Context: an optimization exercise on an open-source flow, tuned for small area and a short achievable clock period. The choices shown serve that exercise and are no tape-out recipe. Only simulation tests tie the RTL to the original design; equivalence was not proved. Power and IR drop assume default switching activity.

==> inputs of trial 90 <==
==> flow/design.v (excerpt) <==
module quinta_core (
    input  logic        clk,
    input  logic        rst,
    output logic [31:0] imem_addr,
    input  logic [31:0] imem_rdata,
    output logic [31:0] dmem_addr,
    output logic        dmem_we,
    output logic [ 3:0] dmem_be,
    output logic [31:0] dmem_wdata,
    output logic        dmem_re,
    input  logic [31:0] dmem_rdata
);
Settings: LEC_CHECK=0, ABC_AREA=1, CAP_MARGIN=35, CORE_MARGIN=2, CORE_UTILIZATION=35, SLEW_MARGIN=35; clock period 11.5 ns.
standard.sh (not shown) runs the stock make flow with config.mk's settings and CLKGATE_MAP_FILE= SYNTH_SCRIPT=/design/flow/synth_recipe.tcl, a recipe that flattens the netlist after the stock synthesis.
==> flow/flow/run.sh <==
#!/bin/bash
# The standard layout (standard.sh), with timing repair aiming for
# SETUP_SLACK_MARGIN ns of slack beyond the clock constraint. make's full
# output goes to flow.log here; each ORFS step also keeps its own log under
# orfs/logs/.
set -euo pipefail
bash standard.sh SETUP_SLACK_MARGIN=7.0 finish > flow.log 2>&1
==> build 70 (differences from trial 90) <==
--- a/flow/design.v
+++ b/flow/design.v
@@ -5413,16 +5413,17 @@
   assign c[46] = fc244;
   assign s[47] = fs247;
   assign c[47] = fc246;
 endmodule
 module dsp_div (
     input logic clk,
     input logic rst,
     input alu_op_t alu_op,
+    input logic [31:0] alu_sel,   
     input logic signed [31:0] left_operand,
     input logic signed [31:0] right_operand,
     output logic [31:0] div_res_unsigned,
     output logic [31:0] rem_res_unsigned,
     output logic [31:0] div_res_signed,
     output logic [31:0] rem_res_signed
 );
   logic [31:0] right_operand_d;
@@ -5453,18 +5454,18 @@
       end
     end
     negate = x ^ {p[30:0], 1'b0};
   endfunction
   always_comb begin
     left_operand_unsigned  = negate(left_operand);
     right_operand_unsigned = negate(right_operand);
   end
-  assign start_u = (alu_op == ALU_DIVU || alu_op == ALU_REMU) && run == 0;
-  assign start_s = (alu_op == ALU_DIV || alu_op == ALU_REM) && run == 0;
+  assign start_u = (alu_sel[ALU_DIVU] || alu_sel[ALU_REMU]) && run == 0;
+  assign start_s = (alu_sel[ALU_DIV] || alu_sel[ALU_REM]) && run == 0;
   logic [33:0] acc_diff;
   assign acc_diff = {1'b0, acc_n} - {2'b0, right_operand_d};
   always_comb begin
     if (acc_diff[33] == 0) begin
       acc_nn = {acc_diff[31:0], quo_n[31]};
       quo_nn = {quo_n[30:0], 1'b1};
     end else begin
       acc_nn = {acc_n[31:0], quo_n[31]};
@@ -5541,16 +5542,17 @@
       rem_res_signed = -acc_n[32:1];
     end
   end
 endmodule
 module dsp_float (
     input  logic           clk,
     input  logic           rst,
     input  alu_op_t        alu_op,
+    input  logic    [31:0] alu_sel,   
     input  logic    [31:0] left_operand,
     input  logic    [31:0] right_operand,
     output logic    [31:0] int_float_res,
     output logic    [31:0] float_int_res,
     output logic    [31:0] float_add_res,
     output logic    [31:0] float_sub_res,
     output logic           float_eq_res,
     output logic           float_lt_res,
@@ -5561,62 +5563,63 @@
 );
   logic [31:0] left_operand_d;
   logic [31:0] right_operand_d;
   always_ff @(posedge clk) begin
     left_operand_d  <= left_operand;
     right_operand_d <= right_operand;
   end
   fp_int_to_float fp_int_to_float_inst (
-      .clk(clk), .rst(rst), .alu_op(alu_op),
+      .clk(clk), .rst(rst), .alu_op(alu_op), .alu_sel(alu_sel),
       .left_operand(left_operand), .right_operand(right_operand),
       .left_operand_d(left_operand_d), .right_operand_d(right_operand_d),
       .int_float_res(int_float_res)
   );
   fp_float_to_int fp_float_to_int_inst (
-      .clk(clk), .rst(rst), .alu_op(alu_op),
+      .clk(clk), .rst(rst), .alu_op(alu_op), .alu_sel(alu_sel),
       .left_operand(left_operand), .right_operand(right_operand),
       .left_operand_d(left_operand_d), .right_operand_d(right_operand_d),
       .float_int_res(float_int_res)
   );
   fp_compare fp_compare_inst (
-      .clk(clk), .rst(rst), .alu_op(alu_op),
+      .clk(clk), .rst(rst), .alu_op(alu_op), .alu_sel(alu_sel),
       .left_operand(left_operand), .right_operand(right_operand),
       .left_operand_d(left_operand_d), .right_operand_d(right_operand_d),
       .float_eq_res(float_eq_res), .float_lt_res(float_lt_res), .float_lte_res(float_lte_res)
   );
   fp_add_sub fp_add_sub_inst (
-      .clk(clk), .rst(rst), .alu_op(alu_op),
+      .clk(clk), .rst(rst), .alu_op(alu_op), .alu_sel(alu_sel),
       .left_operand(left_operand), .right_operand(right_operand),
       .left_operand_d(left_operand_d), .right_operand_d(right_operand_d),
       .float_add_res(float_add_res), .float_sub_res(float_sub_res)
   );
   fp_mul fp_mul_inst (
-      .clk(clk), .rst(rst), .alu_op(alu_op),
+      .clk(clk), .rst(rst), .alu_op(alu_op), .alu_sel(alu_sel),
       .left_operand(left_operand), .right_operand(right_operand),
       .left_operand_d(left_operand_d), .right_operand_d(right_operand_d),
       .float_mul_res(float_mul_res)
   );
   fp_div fp_div_inst (
-      .clk(clk), .rst(rst), .alu_op(alu_op),
+      .clk(clk), .rst(rst), .alu_op(alu_op), .alu_sel(alu_sel),
       .left_operand(left_operand), .right_operand(right_operand),
       .left_operand_d(left_operand_d), .right_operand_d(right_operand_d),
       .float_div_res(float_div_res)
   );
   fp_sqrt fp_sqrt_inst (
-      .clk(clk), .rst(rst), .alu_op(alu_op),
+      .clk(clk), .rst(rst), .alu_op(alu_op), .alu_sel(alu_sel),
       .left_operand(left_operand), .right_operand(right_operand),
       .left_operand_d(left_operand_d), .right_operand_d(right_operand_d),
       .float_sqrt_res(float_sqrt_res)
   );
 endmodule
 module fp_int_to_float (
     input  logic           clk,
     input  logic           rst,
     input  alu_op_t        alu_op,
+    input  logic    [31:0] alu_sel,   
     input  logic    [31:0] left_operand,
     input  logic    [31:0] right_operand,
     input  logic    [31:0] left_operand_d,
     input  logic    [31:0] right_operand_d,
     output logic [31:0] int_float_res
 );
   logic        int_float_run;
   logic [ 7:0] int_float_i;   
@@ -5653,17 +5656,17 @@
   always_ff @(posedge clk) begin
     if (rst == 1) begin
       int_float_run  <= 0;
       int_float_i    <= 0;
       sign <= 0;
       shift_point <= 0;
       left_operand_unsigned_d <= 0;
     end else begin
-      if ((alu_op == ALU_F_INT_FLOAT) && int_float_run == 0) begin
+      if (alu_sel[ALU_F_INT_FLOAT] && int_float_run == 0) begin
         int_float_run <= 1;
         int_float_i   <= 0;
         shift_point   <= 0;
         if (left_operand[31] == 1) begin
           sign <= 1;
           left_operand_unsigned_d <= left_operand_unsigned;
         end else begin
           sign <= 0;
@@ -5682,16 +5685,17 @@
       end
     end
   end
 endmodule
 module fp_float_to_int (
     input  logic           clk,
     input  logic           rst,
     input  alu_op_t        alu_op,
+    input  logic    [31:0] alu_sel,   
     input  logic    [31:0] left_operand,
     input  logic    [31:0] right_operand,
     input  logic    [31:0] left_operand_d,
     input  logic    [31:0] right_operand_d,
     output logic [31:0] float_int_res
 );
   logic [ 7:0] float_int_exponent;
   logic [ 7:0] float_int_shift;
@@ -5714,16 +5718,17 @@
     end
   end
   assign float_int_res = {{8{float_int_sign_dd}}, float_int_value_dd};
 endmodule
 module fp_compare (
     input  logic           clk,
     input  logic           rst,
     input  alu_op_t        alu_op,
+    input  logic    [31:0] alu_sel,   
     input  logic    [31:0] left_operand,
     input  logic    [31:0] right_operand,
     input  logic    [31:0] left_operand_d,
     input  logic    [31:0] right_operand_d,
     output logic float_eq_res,
     output logic float_lt_res,
     output logic float_lte_res
 );
@@ -5756,16 +5761,17 @@
       float_eq_res  = left_operand[30:0] == right_operand[30:0];
     end
   end
 endmodule
 module fp_add_sub (
     input  logic           clk,
     input  logic           rst,
     input  alu_op_t        alu_op,
+    input  logic    [31:0] alu_sel,   
     input  logic    [31:0] left_operand,
     input  logic    [31:0] right_operand,
     input  logic    [31:0] left_operand_d,
     input  logic    [31:0] right_operand_d,
     output logic [31:0] float_add_res,
     output logic [31:0] float_sub_res
 );
   logic        swap;   
@@ -5853,16 +5859,17 @@
       float_sub_res = add_left_right;   
     end
   end
 endmodule
 module fp_mul (
     input  logic           clk,
     input  logic           rst,
     input  alu_op_t        alu_op,
+    input  logic    [31:0] alu_sel,   
     input  logic    [31:0] left_operand,
     input  logic    [31:0] right_operand,
     input  logic    [31:0] left_operand_d,
     input  logic    [31:0] right_operand_d,
     output logic [31:0] float_mul_res
 );
   logic [47:0] fmul_s;
   logic [47:0] fmul_c;
@@ -5942,16 +5949,17 @@
     fmul_res_ddddd <= fmul_res_dddd;
   end
   assign float_mul_res = fmul_res_ddddd;
 endmodule
 module fp_div (
     input  logic           clk,
     input  logic           rst,
     input  alu_op_t        alu_op,
+    input  logic    [31:0] alu_sel,   
     input  logic    [31:0] left_operand,
     input  logic    [31:0] right_operand,
     input  logic    [31:0] left_operand_d,
     input  logic    [31:0] right_operand_d,
     output logic    [31:0] float_div_res
 );
   logic [ 7:0] div_i;   
   logic        div_run;
@@ -6013,17 +6021,17 @@
       div_mantissa_shift_point <= 0;
       div_right_mantissa_unshifted <= 0;
       div_left_mantissa_unshifted <= 0;
       div_sign <= 0;
       div_exponent_unshifted <= 0;
       acc <= 0;
       quo <= 0;
     end else begin
-      if ((alu_op == ALU_F_DIV) && div_run == 0) begin
+      if (alu_sel[ALU_F_DIV] && div_run == 0) begin
         div_run <= 1;
         div_i <= 0;
         div_mantissa_shift_point <= 0;
         div_right_mantissa_unshifted <= {1'b1, right_operand[22:0]};
         div_left_mantissa_unshifted <= {1'b1, left_operand[22:0]};
         div_sign <= left_operand[31] ^ right_operand[31];
         div_exponent_unshifted <= left_operand[30:23] - right_operand[30:23] + 127;
       end else begin
@@ -6076,16 +6084,17 @@
     end
   end
   assign float_div_res = {div_sign, div_exponent, div_mantissa};
 endmodule
 module fp_sqrt (
     input  logic           clk,
     input  logic           rst,
     input  alu_op_t        alu_op,
+    input  logic    [31:0] alu_sel,   
     input  logic    [31:0] left_operand,
     input  logic    [31:0] right_operand,
     input  logic    [31:0] left_operand_d,
     input  logic    [31:0] right_operand_d,
     output logic [31:0] float_sqrt_res
 );
   logic [24 : 0] root_x;
   logic [24 : 0] root_x_next;
@@ -6117,17 +6126,17 @@
       root_run <= 0;
       root_i   <= 0;
       root_exponent <= 0;
       root_q <= 0;
       root_acc <= 0;
       root_x <= 0;
       float_sqrt_res_q <= 0;
     end else begin
-      if ((alu_op == ALU_F_SQRT) && root_run == 0) begin
+      if (alu_sel[ALU_F_SQRT] && root_run == 0) begin
         root_run      <= 1;
         root_i        <= 0;
         root_exponent <= ((left_operand[30:23] - 127) >> 1) + 127;
         if (left_operand[23] == 0) begin
           root_q   <= 0;
           root_acc <= {{25{1'b0}}, root_mantissa_operand_shifted[24:23]};
           root_x   <= {root_mantissa_operand_shifted[22:0], 2'b0};
         end else begin
@@ -6193,19 +6202,37 @@
       shift_right_res = 32'($signed({shift_fill, left_operand}) >>> right_operand[4:0]);
     end
     if (right_operand[31:5] != 0) begin
       shift_left_res = 32'd0;
     end else begin
       shift_left_res = left_operand << right_operand[4:0];
     end
   end
+  function automatic logic [1:0] compare_tree(input logic [31:0] l, input logic [31:0] r);
+    logic [31:0] lt;
+    logic [31:0] eq;
+    lt = ~l & r;
+    eq = ~(l ^ r);
+    for (int w = 1; w < 32; w = w * 2) begin
+      for (int k = 0; k < 32; k += 2 * w) begin
+        lt[k] = lt[k+w] | (eq[k+w] & lt[k]);
+        eq[k] = eq[k+w] & eq[k];
+      end
+    end
+    compare_tree = {lt[0], eq[0]};
+  endfunction
+  logic [1:0] compare_unsigned;   
+  logic [1:0] compare_signed;
+  assign compare_unsigned = compare_tree(left_operand, right_operand);
+  assign compare_signed = compare_tree(left_operand ^ 32'h80000000, right_operand ^ 32'h80000000);
   logic [31:0] res_units;
   logic [31:0] res_logic;
   logic [31:0] res_shift;
+  logic        res_float_compare;
   logic        res_compare;
   logic [31:0] res_arith;
   always_comb begin
     res_units = ({32{res_sel[ALU_MUL]}} & mul_res[31:0])
         | ({32{res_sel[ALU_MULH]}} & mul_res[63:32])
         | ({32{res_sel[ALU_DIV]}} & div_res_signed)
         | ({32{res_sel[ALU_DIVU]}} & div_res_unsigned)
         | ({32{res_sel[ALU_REM]}} & rem_res_signed)
@@ -6218,46 +6245,49 @@
         | ({32{res_sel[ALU_F_DIV]}} & float_div_res)
         | ({32{res_sel[ALU_F_SQRT]}} & float_sqrt_res);
     res_logic = (({32{res_sel[ALU_AND]}} & (left_operand & right_operand))
         | ({32{res_sel[ALU_OR]}} & (left_operand | right_operand)))
         | (({32{res_sel[ALU_XOR]}} & (left_operand ^ right_operand))
         | ({32{res_sel[ALU_ADD_0]}} & left_operand));   
     res_shift = ({32{res_sel[ALU_SHIFT_LEFT]}} & shift_left_res)
         | ({32{res_sel[ALU_SHIFT_RIGHT] | res_sel[ALU_SHIFT_RIGHT_AR] | res_sel[ALU_SHIFT_RIGHT_AR_IMM]}} & shift_right_res);
-    res_compare = ((res_sel[ALU_F_EQ] & float_eq_res) | (res_sel[ALU_F_LT] & float_lt_res)
-        | (res_sel[ALU_F_LTEQ] & float_lte_res))
-        | ((res_sel[ALU_LESS_THAN_UNSIGNED] & (left_operand < right_operand))
-        | (res_sel[ALU_LESS_THAN_SIGNED] & ($signed(left_operand) < $signed(right_operand)))
-        | (res_sel[ALU_EQUAL] & (left_operand == right_operand)));
+    res_float_compare = (res_sel[ALU_F_EQ] & float_eq_res) | (res_sel[ALU_F_LT] & float_lt_res)
+        | (res_sel[ALU_F_LTEQ] & float_lte_res);
+    res_compare = (res_sel[ALU_LESS_THAN_UNSIGNED] & compare_unsigned[1])
+        | (res_sel[ALU_LESS_THAN_SIGNED] & compare_signed[1])
+        | (res_sel[ALU_EQUAL] & compare_unsigned[0]);
     res_arith = ({32{res_sel[ALU_ADD]}} & (left_operand + right_operand))
         | ({32{res_sel[ALU_SUB]}} & (left_operand - right_operand));
-    alu_res = ((res_units | res_logic) | (res_shift | {31'b0, res_compare})) | res_arith;
+    alu_res = ((res_units | res_logic) | (res_shift | {31'b0, res_float_compare}))
+        | (res_arith | {31'b0, res_compare});
   end
   dsp_mul dsp_mul_inst (   
       .clk(clk),
       .left_operand(left_operand),
       .right_operand(right_operand),
       .mul_res(mul_res)
   );   
   dsp_div dsp_div_inst (   
       .clk(clk),
       .rst(rst),
       .alu_op(alu_op),
+      .alu_sel(alu_sel),
       .left_operand(left_operand),
       .right_operand(right_operand),
       .div_res_unsigned(div_res_unsigned),
       .rem_res_unsigned(rem_res_unsigned),
       .div_res_signed(div_res_signed),
       .rem_res_signed(rem_res_signed)
   );   
   dsp_float dsp_float_inst (   
       .clk(clk),
       .rst(rst),
       .alu_op(alu_op),
+      .alu_sel(alu_sel),
       .left_operand(left_operand),
       .right_operand(right_operand),
       .int_float_res(int_float_res),
       .float_int_res(float_int_res),
       .float_add_res(float_add_res),
       .float_sub_res(float_sub_res),
       .float_eq_res(float_eq_res),
       .float_lt_res(float_lt_res),
@@ -6346,23 +6376,40 @@
       | ({32{left_sel[1]}} & wb_fwd) | ({32{left_sel[0]}} & data1);
   assign right_operand = ({32{right_sel[3]}} & immediate_data) | ({32{right_sel[2]}} & alu_res_mem)
       | ({32{right_sel[1]}} & wb_fwd) | ({32{right_sel[0]}} & data2);
   assign mem_data = ({32{store_sel[2]}} & alu_res_mem) | ({32{store_sel[1]}} & wb_fwd)
       | ({32{store_sel[0]}} & data2);
   assign mem_addr = left_operand + right_operand;
   assign alu_res = (({32{control.alu_bypass}} & immediate_data)
       | ({32{control.is_branch}} & ({immediate_data[30:0], 1'b0} + pc_execute))) | alu_res_internal;
+  function automatic logic [1:0] compare_tree(input logic [31:0] l, input logic [31:0] r);
+    logic [31:0] lt;
+    logic [31:0] eq;
+    lt = ~l & r;
+    eq = ~(l ^ r);
+    for (int w = 1; w < 32; w = w * 2) begin
+      for (int k = 0; k < 32; k += 2 * w) begin
+        lt[k] = lt[k+w] | (eq[k+w] & lt[k]);
+        eq[k] = eq[k+w] & eq[k];
+      end
+    end
+    compare_tree = {lt[0], eq[0]};
+  endfunction
+  logic [1:0] compare_unsigned;   
+  logic [1:0] compare_signed;
+  assign compare_unsigned = compare_tree(left_operand, right_operand);
+  assign compare_signed = compare_tree(left_operand ^ 32'h80000000, right_operand ^ 32'h80000000);
   always_comb begin
     if (alu_sel[ALU_EQUAL] == 1) begin
-      compare_res = left_operand == right_operand;
+      compare_res = compare_unsigned[0];
     end else if (alu_sel[ALU_LESS_THAN_SIGNED] == 1) begin
-      compare_res = $signed(left_operand) < $signed(right_operand);
+      compare_res = compare_signed[1];
     end else begin
-      compare_res = left_operand < right_operand;
+      compare_res = compare_unsigned[1];
     end
   end
   assign branch_taken = ((compare_res ^ control.alu_inv_res) & control.is_branch) | control.alu_jump;
   store_lanes store_lanes_inst (
       .mem_write(control.mem_write),
       .byte_offset(left_operand[1:0] + right_operand[1:0]),
       .mem_data_in(mem_data),
       .be(store_be),
==> flow/flow/run.sh (replaced) <==
#!/bin/bash
# The standard layout (standard.sh), with timing repair aiming for
# SETUP_SLACK_MARGIN ns of slack beyond the clock constraint. make's full
# output goes to flow.log here; each ORFS step also keeps its own log under
# orfs/logs/.
set -euo pipefail
bash standard.sh SETUP_SLACK_MARGIN=7.5 finish > flow.log 2>&1
Settings changed: CTS_CLUSTER_DIAMETER from default to 80, CTS_CLUSTER_SIZE from default to 24.
==> summary.txt <==
                                                                                                                    build 70            trial 90
Run status                                                                                          timing/DRC/antenna clean  timing/DRC/antenna clean
Standard cell area after detailed placement                                                                        0.228 mm2           0.228 mm2
Worst Setup SP                                                                             forwarding_unit_inst.right_sel[0]  rs1_sel_decode[21]
Post-layout total power                                                                                              93.7 mW             91.1 mW
Post-synthesis share of cell area spent on full adders, half adders and majority gates                                 0.101               0.101
Number of buffers inserted to repair setup after CTS                                                                     334                  52
Met3 Track Usage GR                                                                                                    0.133               0.162
Power density over cell area                                                                                      375 mW/mm2          368 mW/mm2
Via density per instance                                                                                                6.25                6.23
Share of final-layout standard cells stronger than drive strength 1                                                    0.136               0.100
Buf/Inv on CP                                                                                                              8                   2
Non-clock inverter count                                                                                               2,651               2,625
Critical path required time                                                                                         12.32 ns            12.42 ns
Netlist area before placement                                                                                      0.215 mm2           0.216 mm2
Share of cell area taken by muxes after synthesis                                                                    0.00253             0.00239
Detailed placer's ending HPWL                                                                                         821 mm              823 mm
Clock network area share                                                                                              0.0365              0.0591
Worst-case register-to-register setup slack                                                                          7.08 ns             6.74 ns
Area used by sequential logic in the layout                                                                       0.0994 mm2          0.0994 mm2
Post-CTS clock slew at the launch and capture registers of the worst setup and hold paths                            0.11 ns             0.06 ns
Pin count of the biggest net entering global routing                                                                     146                 158

[port drivers added, routing unchanged]
In the flow no input, the clock included, has a driving cell. The finished layouts below were timed again as built, in two steps. Step 1 sets driving cells, clkbuf_16 on the clock port and buf_2 on the other inputs (assumed; they add their load-dependent delay and slew). Step 2, shift: input delay + t, output delay - t, t = (earliest + latest rising clock arrival at the registers) / 2. This alone moves slack from input paths to output paths. a / b / c = ideal / step 1 / step 2; a / b = the first two.
| run | shift t [ns] | setup WS [ns] | worst setup path after step 2 | worst slew at a driven data input, ns |
|---|---|---|---|---|
| trial 90 | 1.220 | 6.740 / 6.740 / 6.050 | input to register | 0.28 |
| build 70 | 1.177 | 7.081 / 7.081 / 6.282 | input to register | 0.37 |
After both steps setup and hold are still met in every run listed. The setup slack of build 70, which loses most, moves by 0.000 ns with the drivers and by -0.799 ns with both steps.
